This design comes from an exercise in tuning for small area on the open sky130 flow, not from production work. RTL that was checked went through simulation tests only; none was proved equivalent to the original. Power and IR drop assume default switching activity.

==> v27: inputs <==
// digital_lock
module digital_lock(
input clk, rst, add_profile, d3_in,
input [3:0] profile_selected,
input [3:0] row,
output [3:0] col,
output [1:0] high, low,
output valid,
output reg locked,
output [6:0] dis_code0, dis_code1, dis_code2, dis_code3
);
reg [9:0] cnt;
wire div_rise = &cnt[7:0];
wire div_fall = ~cnt[7] & (&cnt[6:0]);
wire [15:0] code;
wire done;
reg disp_on;    
reg zero_seen;  
assign high = 2'b11;
assign low = 2'b00;
always @(posedge clk)
begin
	if (rst)
		cnt <= 10'h080;
	else
		cnt <= cnt + 10'd1;
end
input_password in_pass (clk, rst, div_fall, cnt[9:8], row, col, done, code);
profiles prof (clk, rst, div_rise, done, add_profile, code, profile_selected, cnt[3:0], valid);
wire [15:0] pass_code = disp_on ? code : 16'd0;
disp_7segment disp1 (pass_code[3:0]  , dis_code0);
disp_7segment disp2 (pass_code[7:4]  , dis_code1);
disp_7segment disp3 (pass_code[11:8] , dis_code2);
disp_7segment disp4 (pass_code[15:12], dis_code3);
always @(posedge clk)
begin
	if (rst)
		disp_on <= 1'b0;
	else if (div_rise)
		disp_on <= done;
end
always @(posedge clk)
begin
	if (rst)
	begin
		zero_seen <= ~d3_in;
		locked <= 1'b0;
	end
	else if (div_rise)
	begin
		zero_seen <= ~d3_in;
		locked <= locked | zero_seen;
	end
end
endmodule
==> module disp_7segment, before the edit <==
module disp_7segment(
input [3:0] in,
output reg [6:0] segment);
always @(in)
casex (in)
	4'd0  : segment = 7'b1000000;
	4'd1  : segment = 7'b1111001;
	4'd2  : segment = 7'b0100100;
	4'd3  : segment = 7'b0110000;
	4'd4  : segment = 7'b0011001;
	4'd5  : segment = 7'b0010010;
	4'd6  : segment = 7'b0000010;
	4'd7  : segment = 7'b1111000;
	4'd8  : segment = 7'b0000000;
	4'd9  : segment = 7'b0010000;
	4'd10 : segment = 7'b0001000;
	4'd11 : segment = 7'b0000011;
	4'd12 : segment = 7'b1000110;
	4'd13 : segment = 7'b0100001;
	4'd14 : segment = 7'b0000110;
	4'd15 : segment = 7'b0001110;
	default : segment = 7'b1111111;
endcase
endmodule
==> module kypd, before the edit <==
module kypd(
input clk, rst, sample_en,
input [1:0] state,
input [3:0] row,
output [3:0] col,
output done,
output reg [15:0] number
);
reg [15:0] button;
reg [15:0] button_nxt;
reg [2:0] count;
reg [3:0] key;
wire button_released;
assign col[0] = (state == 2'd0) ? 1'b0 : 1'b1;
assign col[1] = (state == 2'd1) ? 1'b0 : 1'b1;
assign col[2] = (state == 2'd2) ? 1'b0 : 1'b1;
assign col[3] = (state == 2'd3) ? 1'b0 : 1'b1;
always @(*)
begin
	button_nxt = button;
	case (state)
		2'd0: begin
			button_nxt[1]  = ~row[0];
			button_nxt[4]  = ~row[1];
			button_nxt[7]  = ~row[2];
			button_nxt[0]  = ~row[3];
		end
		2'd1: begin
			button_nxt[2]  = ~row[0];
			button_nxt[5]  = ~row[1];
			button_nxt[8]  = ~row[2];
			button_nxt[15] = ~row[3];
		end
		2'd2: begin
			button_nxt[3]  = ~row[0];
			button_nxt[6]  = ~row[1];
			button_nxt[9]  = ~row[2];
			button_nxt[14] = ~row[3];
		end
		2'd3: begin
			button_nxt[10] = ~row[0];
			button_nxt[11] = ~row[1];
			button_nxt[12] = ~row[2];
			button_nxt[13] = ~row[3];
		end
	endcase
end
integer k;
always @(*)
begin
	key = 4'd0;
	for (k = 0; k < 16; k = k + 1)
		if (button[k])
			key = k;
end
assign button_released = sample_en & (|button) & ~(|button_nxt);
assign done = count[2];
always @(posedge clk)
begin
	if (rst)
		button <= 16'd0;
	else if (sample_en)
		button <= button_nxt;
end
always @(posedge clk)
begin
	if (rst)
		count <= 3'd0;
	else if (button_released)
		count <= done ? 3'd0 : count + 3'd1;
end
always @(posedge clk)
begin
	if (button_released & ~done)
		number <= {number[11:0], key};
end
endmodule
make LEC_CHECK=0 CAP_MARGIN=20 CORE_MARGIN=2 CORE_UTILIZATION=40 SLEW_MARGIN=20 finish   # period 10.0 ns
run.sh (not shown) runs the stock make flow with config.mk's settings and CLKGATE_MAP_FILE= SYNTH_SCRIPT=/design/flow/synth_recipe.tcl, a recipe that flattens the netlist after the stock synthesis.
==> inputs of v16, as changes to v27 <==
--- a/flow/design.v
+++ b/flow/design.v
@@ -1,26 +1,13 @@
 module disp_7segment(
 input [3:0] in,
-output reg [6:0] segment);
-always @(in)
-casex (in)
-	4'd0  : segment = 7'b1000000;
-	4'd1  : segment = 7'b1111001;
-	4'd2  : segment = 7'b0100100;
-	4'd3  : segment = 7'b0110000;
-	4'd4  : segment = 7'b0011001;
-	4'd5  : segment = 7'b0010010;
-	4'd6  : segment = 7'b0000010;
-	4'd7  : segment = 7'b1111000;
-	4'd8  : segment = 7'b0000000;
-	4'd9  : segment = 7'b0010000;
-	4'd10 : segment = 7'b0001000;
-	4'd11 : segment = 7'b0000011;
-	4'd12 : segment = 7'b1000110;
-	4'd13 : segment = 7'b0100001;
-	4'd14 : segment = 7'b0000110;
-	4'd15 : segment = 7'b0001110;
-	default : segment = 7'b1111111;
-endcase
+output [6:0] segment);
+assign segment[0] = (in[0] & ~in[1] & ~in[2] & ~in[3]) | (~in[0] & ~in[1] & in[2] & ~in[3]) | (in[0] & in[1] & ~in[2] & in[3]) | (in[0] & ~in[1] & in[2] & in[3]);
+assign segment[1] = (in[0] & ~in[1] & in[2] & ~in[3]) | (~in[0] & in[1] & in[2] & ~in[3]) | (in[0] & in[1] & ~in[2] & in[3]) | (~in[0] & ~in[1] & in[2] & in[3]) | (~in[0] & in[1] & in[2] & in[3]) | (in[0] & in[1] & in[2] & in[3]);
+assign segment[2] = (~in[0] & in[1] & ~in[2] & ~in[3]) | (~in[0] & ~in[1] & in[2] & in[3]) | (~in[0] & in[1] & in[2] & in[3]) | (in[0] & in[1] & in[2] & in[3]);
+assign segment[3] = (in[0] & ~in[1] & ~in[2] & ~in[3]) | (~in[0] & ~in[1] & in[2] & ~in[3]) | (in[0] & in[1] & in[2] & ~in[3]) | (~in[0] & in[1] & ~in[2] & in[3]) | (in[0] & in[1] & in[2] & in[3]);
+assign segment[4] = (in[0] & ~in[1] & ~in[2] & ~in[3]) | (in[0] & in[1] & ~in[2] & ~in[3]) | (~in[0] & ~in[1] & in[2] & ~in[3]) | (in[0] & ~in[1] & in[2] & ~in[3]) | (in[0] & in[1] & in[2] & ~in[3]) | (in[0] & ~in[1] & ~in[2] & in[3]);
+assign segment[5] = (in[0] & ~in[1] & ~in[2] & ~in[3]) | (~in[0] & in[1] & ~in[2] & ~in[3]) | (in[0] & in[1] & ~in[2] & ~in[3]) | (in[0] & in[1] & in[2] & ~in[3]) | (in[0] & ~in[1] & in[2] & in[3]);
+assign segment[6] = (~in[0] & ~in[1] & ~in[2] & ~in[3]) | (in[0] & ~in[1] & ~in[2] & ~in[3]) | (in[0] & in[1] & in[2] & ~in[3]) | (~in[0] & ~in[1] & in[2] & in[3]);
 endmodule
 module kypd(
 input clk, rst, sample_en,
@@ -30,61 +17,66 @@
 output done,
 output reg [15:0] number
 );
-reg [15:0] button;
-reg [15:0] button_nxt;
+reg [2:0] gap;       
+reg [1:0] rank;      
 reg [2:0] count;
+reg [1:0] new_rank;
 reg [3:0] key;
-wire button_released;
+wire [3:0] pressed = ~row;
+wire [3:0] order = (state == 2'd0) ? {pressed[2], pressed[1], pressed[0], pressed[3]} : pressed;
+wire any_new = |pressed;
+wire button_released = sample_en & ~any_new & (gap == 3'd3) ;
 assign col[0] = (state == 2'd0) ? 1'b0 : 1'b1;
 assign col[1] = (state == 2'd1) ? 1'b0 : 1'b1;
 assign col[2] = (state == 2'd2) ? 1'b0 : 1'b1;
 assign col[3] = (state == 2'd3) ? 1'b0 : 1'b1;
 always @(*)
 begin
-	button_nxt = button;
-	case (state)
-		2'd0: begin
-			button_nxt[1]  = ~row[0];
-			button_nxt[4]  = ~row[1];
-			button_nxt[7]  = ~row[2];
-			button_nxt[0]  = ~row[3];
-		end
-		2'd1: begin
-			button_nxt[2]  = ~row[0];
-			button_nxt[5]  = ~row[1];
-			button_nxt[8]  = ~row[2];
-			button_nxt[15] = ~row[3];
-		end
-		2'd2: begin
-			button_nxt[3]  = ~row[0];
-			button_nxt[6]  = ~row[1];
-			button_nxt[9]  = ~row[2];
-			button_nxt[14] = ~row[3];
-		end
-		2'd3: begin
-			button_nxt[10] = ~row[0];
-			button_nxt[11] = ~row[1];
-			button_nxt[12] = ~row[2];
-			button_nxt[13] = ~row[3];
-		end
+	casez (order)
+		4'b1???: new_rank = 2'd3;
+		4'b01??: new_rank = 2'd2;
+		4'b001?: new_rank = 2'd1;
+		default: new_rank = 2'd0;
 	endcase
 end
-integer k;
 always @(*)
 begin
-	key = 4'd0;
-	for (k = 0; k < 16; k = k + 1)
-		if (button[k])
-			key = k;
-end
-assign button_released = sample_en & (|button) & ~(|button_nxt);
+	case ({state, rank})
+		4'h0: key = 4'h0;
+		4'h1: key = 4'h1;
+		4'h2: key = 4'h4;
+		4'h3: key = 4'h7;
+		4'h4: key = 4'h2;
+		4'h5: key = 4'h5;
+		4'h6: key = 4'h8;
+		4'h7: key = 4'hf;
+		4'h8: key = 4'h3;
+		4'h9: key = 4'h6;
+		4'ha: key = 4'h9;
+		4'hb: key = 4'he;
+		4'hc: key = 4'ha;
+		4'hd: key = 4'hb;
+		4'he: key = 4'hc;
+		default: key = 4'hd;
+	endcase
+end
 assign done = count[2];
 always @(posedge clk)
 begin
 	if (rst)
-		button <= 16'd0;
+		gap <= 3'd4;
 	else if (sample_en)
-		button <= button_nxt;
+	begin
+		if (any_new)
+			gap <= 3'd0;
+		else if (~gap[2])
+			gap <= gap + 3'd1;
+	end
+end
+always @(posedge clk)
+begin
+	if (sample_en & any_new)
+		rank <= new_rank;
 end
 always @(posedge clk)
 begin
==> flow/flow/run.sh (new file) <==
#!/bin/bash
# The standard layout, with the port buffers made from the smallest buffer cell.
set -euo pipefail
bash standard.sh BUFFER_PORTS_ARGS="-buffer_cell sky130_fd_sc_hd__buf_1" finish > standard.log 2>&1
==> flow/standard.sh (new file) <==
#!/bin/bash
# synth_recipe.tcl (not shown) runs the flow's synth.tcl, then flattens the netlist and writes it again
# the make line also repeats each setting of config.mk as NAME=value (left out here)
make -C /OpenROAD-flow-scripts/flow DESIGN_CONFIG=/design/flow/config.mk WORK_HOME=/design/flow/orfs CLKGATE_MAP_FILE= SYNTH_SCRIPT=/design/flow/synth_recipe.tcl "${@:-finish}"
--- a/flow/config.mk
+++ b/flow/config.mk
@@ -7,5 +7,9 @@
 export LEC_CHECK = 0
 export CAP_MARGIN = 20
 export CORE_MARGIN = 2
-export CORE_UTILIZATION = 40
+export CORE_UTILIZATION = 60
+export CTS_BUF_LIST = sky130_fd_sc_hd__clkbuf_8
+export CTS_CLUSTER_DIAMETER = 50
+export CTS_CLUSTER_SIZE = 20
+export PLACE_DENSITY = 0.7
 export SLEW_MARGIN = 20
removed: flow/run.sh
==> inputs of v23, as changes to v27 <==
--- a/flow/design.v
+++ b/flow/design.v
@@ -1,26 +1,13 @@
 module disp_7segment(
 input [3:0] in,
-output reg [6:0] segment);
-always @(in)
-casex (in)
-	4'd0  : segment = 7'b1000000;
-	4'd1  : segment = 7'b1111001;
-	4'd2  : segment = 7'b0100100;
-	4'd3  : segment = 7'b0110000;
-	4'd4  : segment = 7'b0011001;
-	4'd5  : segment = 7'b0010010;
-	4'd6  : segment = 7'b0000010;
-	4'd7  : segment = 7'b1111000;
-	4'd8  : segment = 7'b0000000;
-	4'd9  : segment = 7'b0010000;
-	4'd10 : segment = 7'b0001000;
-	4'd11 : segment = 7'b0000011;
-	4'd12 : segment = 7'b1000110;
-	4'd13 : segment = 7'b0100001;
-	4'd14 : segment = 7'b0000110;
-	4'd15 : segment = 7'b0001110;
-	default : segment = 7'b1111111;
-endcase
+output [6:0] segment);
+assign segment[0] = (in[0] & ~in[1] & ~in[2] & ~in[3]) | (~in[0] & ~in[1] & in[2] & ~in[3]) | (in[0] & in[1] & ~in[2] & in[3]) | (in[0] & ~in[1] & in[2] & in[3]);
+assign segment[1] = (in[0] & ~in[1] & in[2] & ~in[3]) | (~in[0] & in[1] & in[2] & ~in[3]) | (in[0] & in[1] & ~in[2] & in[3]) | (~in[0] & ~in[1] & in[2] & in[3]) | (~in[0] & in[1] & in[2] & in[3]) | (in[0] & in[1] & in[2] & in[3]);
+assign segment[2] = (~in[0] & in[1] & ~in[2] & ~in[3]) | (~in[0] & ~in[1] & in[2] & in[3]) | (~in[0] & in[1] & in[2] & in[3]) | (in[0] & in[1] & in[2] & in[3]);
+assign segment[3] = (in[0] & ~in[1] & ~in[2] & ~in[3]) | (~in[0] & ~in[1] & in[2] & ~in[3]) | (in[0] & in[1] & in[2] & ~in[3]) | (~in[0] & in[1] & ~in[2] & in[3]) | (in[0] & in[1] & in[2] & in[3]);
+assign segment[4] = (in[0] & ~in[1] & ~in[2] & ~in[3]) | (in[0] & in[1] & ~in[2] & ~in[3]) | (~in[0] & ~in[1] & in[2] & ~in[3]) | (in[0] & ~in[1] & in[2] & ~in[3]) | (in[0] & in[1] & in[2] & ~in[3]) | (in[0] & ~in[1] & ~in[2] & in[3]);
+assign segment[5] = (in[0] & ~in[1] & ~in[2] & ~in[3]) | (~in[0] & in[1] & ~in[2] & ~in[3]) | (in[0] & in[1] & ~in[2] & ~in[3]) | (in[0] & in[1] & in[2] & ~in[3]) | (in[0] & ~in[1] & in[2] & in[3]);
+assign segment[6] = (~in[0] & ~in[1] & ~in[2] & ~in[3]) | (in[0] & ~in[1] & ~in[2] & ~in[3]) | (in[0] & in[1] & in[2] & ~in[3]) | (~in[0] & ~in[1] & in[2] & in[3]);
 endmodule
 module kypd(
 input clk, rst, sample_en,
@@ -30,61 +17,37 @@
 output done,
 output reg [15:0] number
 );
-reg [15:0] button;
-reg [15:0] button_nxt;
+reg [2:0] gap;       
 reg [2:0] count;
 reg [3:0] key;
-wire button_released;
+wire [3:0] pressed = ~row;
+wire any_new = |pressed;
+wire button_released = sample_en & ~any_new & (gap == 3'd3);
 assign col[0] = (state == 2'd0) ? 1'b0 : 1'b1;
 assign col[1] = (state == 2'd1) ? 1'b0 : 1'b1;
 assign col[2] = (state == 2'd2) ? 1'b0 : 1'b1;
 assign col[3] = (state == 2'd3) ? 1'b0 : 1'b1;
 always @(*)
 begin
-	button_nxt = button;
 	case (state)
-		2'd0: begin
-			button_nxt[1]  = ~row[0];
-			button_nxt[4]  = ~row[1];
-			button_nxt[7]  = ~row[2];
-			button_nxt[0]  = ~row[3];
-		end
-		2'd1: begin
-			button_nxt[2]  = ~row[0];
-			button_nxt[5]  = ~row[1];
-			button_nxt[8]  = ~row[2];
-			button_nxt[15] = ~row[3];
-		end
-		2'd2: begin
-			button_nxt[3]  = ~row[0];
-			button_nxt[6]  = ~row[1];
-			button_nxt[9]  = ~row[2];
-			button_nxt[14] = ~row[3];
-		end
-		2'd3: begin
-			button_nxt[10] = ~row[0];
-			button_nxt[11] = ~row[1];
-			button_nxt[12] = ~row[2];
-			button_nxt[13] = ~row[3];
-		end
+		2'd0: key = pressed[2] ? 4'h7 : pressed[1] ? 4'h4 : pressed[0] ? 4'h1 : 4'h0;
+		2'd1: key = pressed[3] ? 4'hf : pressed[2] ? 4'h8 : pressed[1] ? 4'h5 : 4'h2;
+		2'd2: key = pressed[3] ? 4'he : pressed[2] ? 4'h9 : pressed[1] ? 4'h6 : 4'h3;
+		default: key = pressed[3] ? 4'hd : pressed[2] ? 4'hc : pressed[1] ? 4'hb : 4'ha;
 	endcase
 end
-integer k;
-always @(*)
-begin
-	key = 4'd0;
-	for (k = 0; k < 16; k = k + 1)
-		if (button[k])
-			key = k;
-end
-assign button_released = sample_en & (|button) & ~(|button_nxt);
 assign done = count[2];
 always @(posedge clk)
 begin
 	if (rst)
-		button <= 16'd0;
+		gap <= 3'd4;
 	else if (sample_en)
-		button <= button_nxt;
+	begin
+		if (any_new)
+			gap <= 3'd0;
+		else if (~gap[2])
+			gap <= gap + 3'd1;
+	end
 end
 always @(posedge clk)
 begin
@@ -95,8 +58,13 @@
 end
 always @(posedge clk)
 begin
-	if (button_released & ~done)
-		number <= {number[11:0], key};
+	if (sample_en & any_new & ~done)
+		number[3:0] <= key;
+end
+always @(posedge clk)
+begin
+	if (button_released & ~done & ~(count[1] & count[0]))
+		number[15:4] <= number[11:0];
 end
 endmodule
 module input_password(
==> flow/flow/run.sh (new file) <==
#!/bin/bash
# The standard layout, with the port buffers made from the smallest buffer cell.
set -euo pipefail
bash standard.sh BUFFER_PORTS_ARGS="-buffer_cell sky130_fd_sc_hd__buf_1" finish > standard.log 2>&1
==> flow/standard.sh (new file) <==
#!/bin/bash
# synth_recipe.tcl (not shown) runs the flow's synth.tcl, then flattens the netlist and writes it again
# the make line also repeats each setting of config.mk as NAME=value (left out here)
make -C /OpenROAD-flow-scripts/flow DESIGN_CONFIG=/design/flow/config.mk WORK_HOME=/design/flow/orfs CLKGATE_MAP_FILE= SYNTH_SCRIPT=/design/flow/synth_recipe.tcl "${@:-finish}"
--- a/flow/config.mk
+++ b/flow/config.mk
@@ -7,5 +7,9 @@
 export LEC_CHECK = 0
 export CAP_MARGIN = 20
 export CORE_MARGIN = 2
-export CORE_UTILIZATION = 40
+export CORE_UTILIZATION = 80
+export CTS_BUF_LIST = sky130_fd_sc_hd__clkbuf_16
+export CTS_CLUSTER_DIAMETER = 60
+export CTS_CLUSTER_SIZE = 32
+export PLACE_DENSITY = 0.9
 export SLEW_MARGIN = 20
removed: flow/run.sh
==> key figures <==
Critical path
  – FF-to-FF path depth: 6

Power and ir drop
  – Comb pwr: 0.0164 mW

Floorplan
  – Die width: 159.5 µm
  – Die H: 159.5 µm
  – Die area: 0.02545 mm²

GRT
  – Gr usage total: 0.1268

Outcome
  – Status: complete, no violations

Layout
  – Non-clk invs: 32
  – Final Instance Area: 0.01146 mm²
  – Clock Buffer Count: 45

Logic synthesis
  – Sequential fraction of the synthesis area: 0.6981
# the run above: v27

==> key figures <==
GRT
  – Gr usage total: 0.3845

Layout
  – Final Instance Area: 0.009330 mm²
  – Non-clk invs: 24

Power and ir drop
  – Comb pwr: between 0.01 and 0.015 mW

Floorplan
  – Die area: 0.01165 mm²
  – Die H: 107.9 µm

Outcome
  – Status: complete, no violations

Critical path
  – FF-to-FF path depth: 5

Logic synthesis
  – Sequential fraction of the synthesis area: 0.7517
# the run above: v23

==> key figures <==
Layout
  – Max reg flops: 256
  – Non-clk invs: 18
  – Final Instance Area: 0.009448 mm²
  – Clock Buffer Count: 21

Critical path
  – FF-to-FF path depth: 4

Floorplan
  – Die area: 0.01565 mm²
  – Die width: 125.1 µm

Place
  – Placed instance count: roughly 870

Power and ir drop
  – Sw frac: 0.1993
  – Comb pwr: 0.0102 mW

Logic synthesis
  – Sequential fraction of the synthesis area: 0.7451

GRT
  – Gr usage total: 0.1681

Outcome
  – Status: complete, no violations
# the run above: v16

For v16 and v23, only the layout was checked, not whether the RTL still works.

## what the ideal ports hide
In the flow no input, the clock included, has a driving cell. The finished layouts below were timed again as built, in two steps. Step 1, drivers: a clkbuf_16 drives clk and a buf_2 each remaining input, both assumed. Step 2 adds t to the input delays and takes it off the output delays; t is the mean of the earliest and latest rising clock arrival at the registers after step 1. Input paths then give back, and output paths get back, about the clock's delay inside the block. a / b / c = ideal / step 1 / step 2; a / b = the first two.
run | t, ns | slack for setup (ns) | worst setup path at the end | pins driven straight from the clock port
v27 | 0.583 | 4.943 / 4.922 / 4.922 | input to output | 1
v16 | 0.547 | 5.052 / 5.026 / 5.026 | input to output | 1
v23 | 0.534 | 5.004 / 4.946 / 4.946 | input to output | 1
After both steps every run listed still meets setup and hold. The setup slack of v23, which loses most, moves by -0.058 ns with the drivers and by -0.058 ns with both steps.
